This design comes from an exercise in tuning for small area on the open sky130 flow, not from production work.
The RTL was checked by simulation tests, not by an equivalence proof against the original design.
The flow treats the clock pin as an ideal source, which a real chip does not have.
Power and IR drop assume default switching activity.

==> flow/design.v <==
module cmd_decoder
(
	md2udi, reset_, clock_m2rx24, rcvd_datareg, m2rxirqb,rst_out,load,tst_state,bit35
);
	input md2udi;
	input reset_;
	input clock_m2rx24;
	output [15:0] rcvd_datareg;
	output m2rxirqb;
	output rst_out;
	output load;
	output [1:0] tst_state;
	output bit35;
localparam [3:0] IDLE_00 = 4'b0000,
                 IDLE1   = 4'b0001,
                 IDLE_01 = 4'b0010,
                 IDLE_11 = 4'b0110,
                 HEAD    = 4'b1000,
                 HEAD1   = 4'b1001,
                 START   = 4'b1010,
                 START1  = 4'b1011,
                 RECV    = 4'b1100,
                 RECV1   = 4'b1101,
                 WAIT    = 4'b1110,
                 WAIT1   = 4'b1111;
reg [3:0] state, next_state;
reg [4:0] scnt;         
reg [4:0] bcnt;         
reg [6:0] hr;           
reg [8:0] sr;           
reg [15:0] rcvd_datareg;
reg md2udireg;
reg rst_out;
wire sa = state[3], sp1 = state[2], sp0 = state[1], sm = state[0];
wire in_head  = sa & ~sp1 & ~sp0;
wire in_start = sa & ~sp1 & sp0;
wire in_recv  = sa & sp1 & ~sp0;
wire in_wait  = sa & sp1 & sp0;
wire upd_md   = ~sa | in_wait;
wire s9   = scnt[3] & scnt[2];
wire s23  = scnt[3] & scnt[2] & scnt[0];
wire term = in_head ? s9 : s23;
wire blast = (bcnt == 5'd1);
wire tick  = in_recv & s23;
wire ld    = tick & blast;
wire [15:0] word = {~hr[2], hr[1], sr[8:0], hr[6], hr[5], hr[4], hr[3], hr[0]};
wire h_cmd  = (hr == 7'b0001001) | (hr == 7'b0001010) | (hr == 7'b0000101) | (hr == 7'b0000110);
wire h_data = (hr == 7'b1111001) | (hr == 7'b1111010) | (hr == 7'b1110101) | (hr == 7'b1110110);
wire h_zero = (hr == 7'b0000000);
wire c99    = (word[15:8] == 8'h99);
wire c_irq  = (c99 & (word[7:4] <= 4'ha)) | (word[15:4] == 12'h034);
wire c_w1   = c99 & (word[7:4] != 4'h0) & (word[7:4] != 4'h1) & (word[7:4] != 4'h4) & (word[7:4] <= 4'ha);
wire irq    = ld & (state[0] | c_irq);
wire rst_en = ld & ~state[0] & (word == 16'h0300);
wire loaddata = in_start & (h_cmd | (state[0] & h_data));
wire hs = in_head | (in_start & s23);
wire ss = tick & bcnt[0] & (bcnt[4] | bcnt[3] | bcnt[2]);
wire sh = hs | ss;
wire din = md2udi & term;
assign load = ld;
assign bit35 = in_recv & blast;
assign m2rxirqb = ~in_recv & (|bcnt[3:0]);
assign tst_state[1] = sp1 & (sa | ~md2udireg);
assign tst_state[0] = (sp0 & (sa | ~md2udireg)) | ld;
always @(*)
begin
	next_state[3] = ~sa ? md2udireg : (sp1 & sp0) ? ~(sm ^ md2udireg) : ~(sp0 & ~sp1 & h_zero);
	next_state[2] = ~sa ? (sp1 & ~md2udireg) : sp1 ? (~(sp0 & sm) | md2udireg) : loaddata;
	next_state[1] = ~sa ? (sp0 & ~md2udireg) : sp1 ? (sp0 ? (~sm | md2udireg) : ld) : (sp0 ? ~loaddata : s9);
	next_state[0] = in_start ? (sm & ~h_cmd & ~h_zero) : in_recv ? (sm | (ld & c_w1)) : sm;
end
always @(posedge clock_m2rx24, negedge reset_)
begin
	if (reset_ == 0)
	begin
		state <= IDLE_00;
		bcnt <= 5'd0;
		rcvd_datareg <= 16'd0;
	end
	else
	begin
		state <= next_state;
		if (in_recv ? s23 : (loaddata | (|bcnt[3:0])))
			bcnt <= (bcnt - 5'd1) | {1'b0, irq, 1'b0, 1'b0, irq};
		if (ld)
			rcvd_datareg <= word;
	end
end
always @(posedge clock_m2rx24)
begin
	if (~sa)
		scnt <= (sp0 & ~sp1) ? 5'b10100 : 5'b01010;
	else if (in_wait)
		scnt <= 5'b01010;
	else
		scnt <= term ? 5'b01010 : {scnt[3:0], ~(scnt[4] ^ scnt[1])};
	if (upd_md)
		md2udireg <= md2udi & reset_;
	rst_out <= ~rst_en;
	if (sh)
		hr[0] <= din;
	if (hs)
	begin
		hr[1] <= hr[0];
		hr[2] <= hr[1];
	end
	if (hs)
		hr[3] <= hr[2];
	else if (ss)
		hr[3] <= hr[0];
	if (sh)
	begin
		hr[6:4] <= hr[5:3];
		sr <= {sr[7:0], hr[6]};
	end
end
endmodule
export LEC_CHECK = 0
export CAP_MARGIN = 0
export CORE_MARGIN = 2
export CORE_UTILIZATION = 55
export GPL_TIMING_DRIVEN = 0
export PLACE_DENSITY = 0.75
export SLEW_MARGIN = 0
create_clock -name core_clock -period 10.0 [get_ports {clock_m2rx24}]
standard.sh (not shown) runs the stock make flow with config.mk's settings and CLKGATE_MAP_FILE= SYNTH_SCRIPT=/design/flow/synth_recipe.tcl, a recipe that flattens the netlist after the stock synthesis.
==> flow/flow/run.sh <==
#!/bin/bash
# Layout flow: the standard synthesis, then an area-oriented re-mapping of the
# combinational logic only (every register instance is kept as synthesised and
# the result is proven equal to the standard netlist), then the standard ORFS
# floorplan..finish with the smallest port buffers and a two-level clock tree
# built before CTS.
set -euo pipefail
HERE=$(pwd)
FD=$HERE/flow
R=$HERE/orfs/results/$FLOW_PLATFORM/cmd_decoder/base
LIB=$FLOW_HOME/platforms/$FLOW_PLATFORM/lib/sky130_fd_sc_hd__tt_025C_1v80.lib

# 1. standard synthesis
bash standard.sh synth > synth_std.log 2>&1
cp $R/1_2_yosys.v $HERE/netlist_std.v

# 2. re-map the combinational logic for area, several ABC seeds in parallel
python3 $FD/mkmodels.py $LIB $HERE/cell_models.v > mkmodels.log 2>&1
DU=$(sed -n '/DONT_USE_CELLS/,/^$/p' $FLOW_HOME/platforms/$FLOW_PLATFORM/config.mk | grep -o 'sky130_fd_sc_hd__[A-Za-z0-9_]*' | sed 's/^/-dont_use /' | tr '\n' ' ')
resyn() {
  # $1: run name, $2: deepsyn options, $3: mapping command (default amap)
  local S=$1
  printf 'strash\n&get -n\n&deepsyn %s\n&put\ndch\n%s\ntopo\n' "$2" "${3:-amap}" > $HERE/area_$S.abc
  cat > $HERE/resyn_$S.ys <<EOT
read_liberty -lib $LIB
read_verilog -overwrite $HERE/cell_models.v
read_verilog $HERE/netlist_std.v
hierarchy -top $FLOW_TOP
flatten
opt -purge
techmap
opt -fast -purge
abc -liberty $LIB $DU -script $HERE/area_$S.abc
opt_clean -purge
rename -hide w:*.*
hilomap -singleton -hicell sky130_fd_sc_hd__conb_1 HI -locell sky130_fd_sc_hd__conb_1 LO
setundef -zero
splitnets
opt_clean -purge
tee -o $HERE/resyn_$S.stat stat -liberty $LIB
write_verilog -noattr -noexpr -nohex -nodec $HERE/netlist_resyn_$S.v
EOT
  yosys -l resyn_$S.log -q $HERE/resyn_$S.ys > /dev/null 2>&1 || return 0
  # prove it equal to the standard netlist (registers paired by name)
  cat > $HERE/equiv_$S.ys <<EOT
read_verilog $HERE/cell_models.v $FD/ffmodels.v
read_verilog $HERE/netlist_std.v
rename $FLOW_TOP gold
read_verilog $HERE/netlist_resyn_$S.v
rename $FLOW_TOP gate
hierarchy -check
flatten gold gate
rename -hide gold/w:_* gate/w:_*
proc
async2sync
opt_clean
equiv_make gold gate equiv
hierarchy -top equiv
equiv_simple -seq 2
equiv_induct
equiv_status -assert
EOT
  if yosys -l equiv_$S.log -q $HERE/equiv_$S.ys > /dev/null 2>&1; then
    grep "Chip area" $HERE/resyn_$S.stat | awk -v s=$S '{print $NF, s}' > $HERE/resyn_$S.ok
  fi
}
# deterministic short runs over seeds, then longer timed runs
for J in 10 20 40 80; do
  for S in 0 1 2 3 4 5; do resyn j${J}s$S "-J $J -S $S -T 100" & done
  wait
  for S in 6 7 8 9 10 11; do resyn j${J}s$S "-J $J -S $S -T 100" & done
  wait
done
for S in 0 1 2 3; do resyn t$S "-T 30 -S $S" & done
wait
# the same with a longer area recovery in the mapper
for S in 0 1 2 3 4 5 6 7; do resyn a$S "-J 20 -S $S -T 100" "amap -F 3 -A 8 -C 2000" & done
wait
cp $HERE/netlist_std.v $R/1_2_yosys.v
if ls $HERE/resyn_*.ok > /dev/null 2>&1; then
  best=$(cat $HERE/resyn_*.ok | sort -g | head -1 | awk '{print $2}')
  cat $HERE/resyn_*.ok > resyn_status.log
  echo "using seed $best" >> resyn_status.log
  cp $HERE/netlist_resyn_$best.v $R/1_2_yosys.v
  # buffer nets whose load exceeds what their driving cell may carry
  python3 $FD/capfix.py $LIB $HERE/netlist_resyn_$best.v $HERE/netlist_capfix.v > capfix.log 2>&1 || true
  if [[ -s $HERE/netlist_capfix.v ]]; then
    sed "s#netlist_resyn_$best.v#netlist_capfix.v#" $HERE/equiv_$best.ys > $HERE/equiv_capfix.ys
    if yosys -l equiv_capfix.log -q $HERE/equiv_capfix.ys > /dev/null 2>&1; then
      echo "capfix netlist proven equal, used" >> resyn_status.log
      cp $HERE/netlist_capfix.v $R/1_2_yosys.v
    fi
  fi
else
  echo "no re-mapped netlist proven equal; standard netlist used" > resyn_status.log
fi
rm -f $R/1_synth.odb $R/1_synth.sdc
bash standard.sh synth > synth_odb.log 2>&1

# 3. layout
export CLK_PORT_NAME=clock_m2rx24
export CLK_SLEW_TARGET=0.108
C=sky130_fd_sc_hd__clkbuf
export CLK_CANDIDATES="{1 ${C}_16 -} {3 ${C}_4 ${C}_1} {2 ${C}_8 ${C}_1} {4 ${C}_4 ${C}_1} {5 ${C}_4 ${C}_1} {3 ${C}_8 ${C}_1} {6 ${C}_4 ${C}_1} {2 ${C}_16 ${C}_1} {4 ${C}_8 ${C}_2} {5 ${C}_8 ${C}_2}"
export PRE_CTS_TCL=$FD/pre_cts.tcl
export PRE_RESIZE_TCL=$FD/pre_resize.tcl
export PORT_BUF_STRONG=sky130_fd_sc_hd__buf_2
export BUFFER_PORTS_ARGS="-buffer_cell sky130_fd_sc_hd__buf_1"
bash standard.sh > layout.log 2>&1
==> flow/flow/pre_cts.tcl <==
# Clock distribution for a small design, built before CTS (which then finds
# the clock net already buffered): the clock port drives one root buffer,
# which drives k leaf buffers, each feeding a compact group of flip-flops.
# Candidate trees are tried from the smallest cell area up; the first whose
# estimated flip-flop clock slew stays under CLK_SLEW_TARGET (ns) is kept.
set clk_name $::env(CLK_PORT_NAME)
set target $::env(CLK_SLEW_TARGET)
set cands $::env(CLK_CANDIDATES)

proc split_groups {sinks k} {
  if {$k <= 1} { return [list $sinks] }
  set xs {}; set ys {}
  foreach e $sinks { lappend xs [lindex $e 0]; lappend ys [lindex $e 1] }
  set xs [lsort -integer $xs]; set ys [lsort -integer $ys]
  set axis [expr {([lindex $xs end] - [lindex $xs 0]) >= ([lindex $ys end] - [lindex $ys 0]) ? 0 : 1}]
  set sinks [lsort -integer -index $axis $sinks]
  set k1 [expr {$k / 2}]
  set n [llength $sinks]
  set cut [expr {($n * $k1 + $k / 2) / $k}]
  return [concat [split_groups [lrange $sinks 0 [expr {$cut - 1}]] $k1] \
                 [split_groups [lrange $sinks $cut end] [expr {$k - $k1}]]]
}

proc clk_sinks {clk_name} {
  set sinks {}
  foreach p [get_pins -of_objects [get_nets $clk_name]] {
    set inst [[sta::sta_to_db_pin $p] getInst]
    set loc [$inst getLocation]
    lappend sinks [list [lindex $loc 0] [lindex $loc 1] [get_full_name $p]]
  }
  return $sinks
}

proc max_clk_slew {} {
  estimate_parasitics -placement
  set mx 0
  foreach p [get_pins -hierarchical */CLK] {
    set s [get_property $p slew_max]
    if {$s > $mx} { set mx $s }
  }
  return $mx
}

proc inst_names {} {
  set l {}
  foreach i [[ord::get_db_block] getInsts] { lappend l [$i getName] }
  return $l
}

set sinks [clk_sinks $clk_name]
puts "pre_cts: [llength $sinks] clock sinks"
set_propagated_clock [all_clocks]
set done 0
foreach cand $cands {
  lassign $cand k leaf root
  set before [inst_names]
  foreach grp [split_groups $sinks $k] {
    set pins {}
    foreach e $grp { lappend pins [get_pins [lindex $e 2]] }
    insert_buffer -buffer_cell $leaf -net $clk_name -load_pins $pins
  }
  if {$root ne "-"} { insert_buffer -buffer_cell $root -net $clk_name }
  set slew [max_clk_slew]
  puts "pre_cts: $k x $leaf, root $root: max clock slew [format %.1f [expr {$slew * 1e3}]] ps"
  if {$slew <= $target} { set done 1; break }
  set added {}
  set names {}
  foreach n [inst_names] { if {[lsearch -exact $before $n] < 0} { lappend names $n } }
  puts "pre_cts: removing $names"
  foreach n $names { remove_buffers [get_cells $n] }
}
if {!$done} { puts "pre_cts: no candidate met the target; CTS builds the tree" }
unset_propagated_clock [all_clocks]
Other scripts of this flow, unchanged in this note and not shown: flow/flow/capfix.py, flow/flow/ffmodels.v, flow/flow/mkmodels.py, flow/flow/pre_resize.tcl
Change:
--- a/flow/flow/run.sh
+++ b/flow/flow/run.sh
@@ -101,3 +101,3 @@
 export CLK_PORT_NAME=clock_m2rx24
-export CLK_SLEW_TARGET=0.108
+export CLK_SLEW_TARGET=0.112
 C=sky130_fd_sc_hd__clkbuf
Final area barely changes. Sequential share of layout area increases by 0.11 points. Clock skew increases by 0.0078 ns. Power decreases by about 0.4%. Worst setup slack loses 0.049 ns. Sequential power hardly moves. Clock power decreases by about 3%.

==> separate check: timing with driven ports <==
No port has a modelled driver above. Below, the same layouts with a new extraction and two added sets of constraints.
Step 1, drivers: a clkbuf_16 drives clock_m2rx24 and a buf_2 each remaining input, both assumed.
Step 2 adds t to the input delays and takes it off the output delays; t is the mean of the earliest and latest rising clock arrival at the registers after step 1. Input paths then give back, and output paths get back, about the clock's delay inside the block.
Slacks: no drivers / after step 1 / after step 2; pairs: no drivers / after step 1.
run	shift t [ns]	setup slack, ns	worst setup path at the end	worst register clock-pin slew, ns	pins driven straight from the clock port
the first run	0.500	5.294 / 5.281 / 5.782	register to output	0.10 / 0.10	1
the second run	0.550	5.245 / 5.232 / 5.782	register to output	0.10 / 0.10	1
After both steps setup and hold are still met in every run listed.
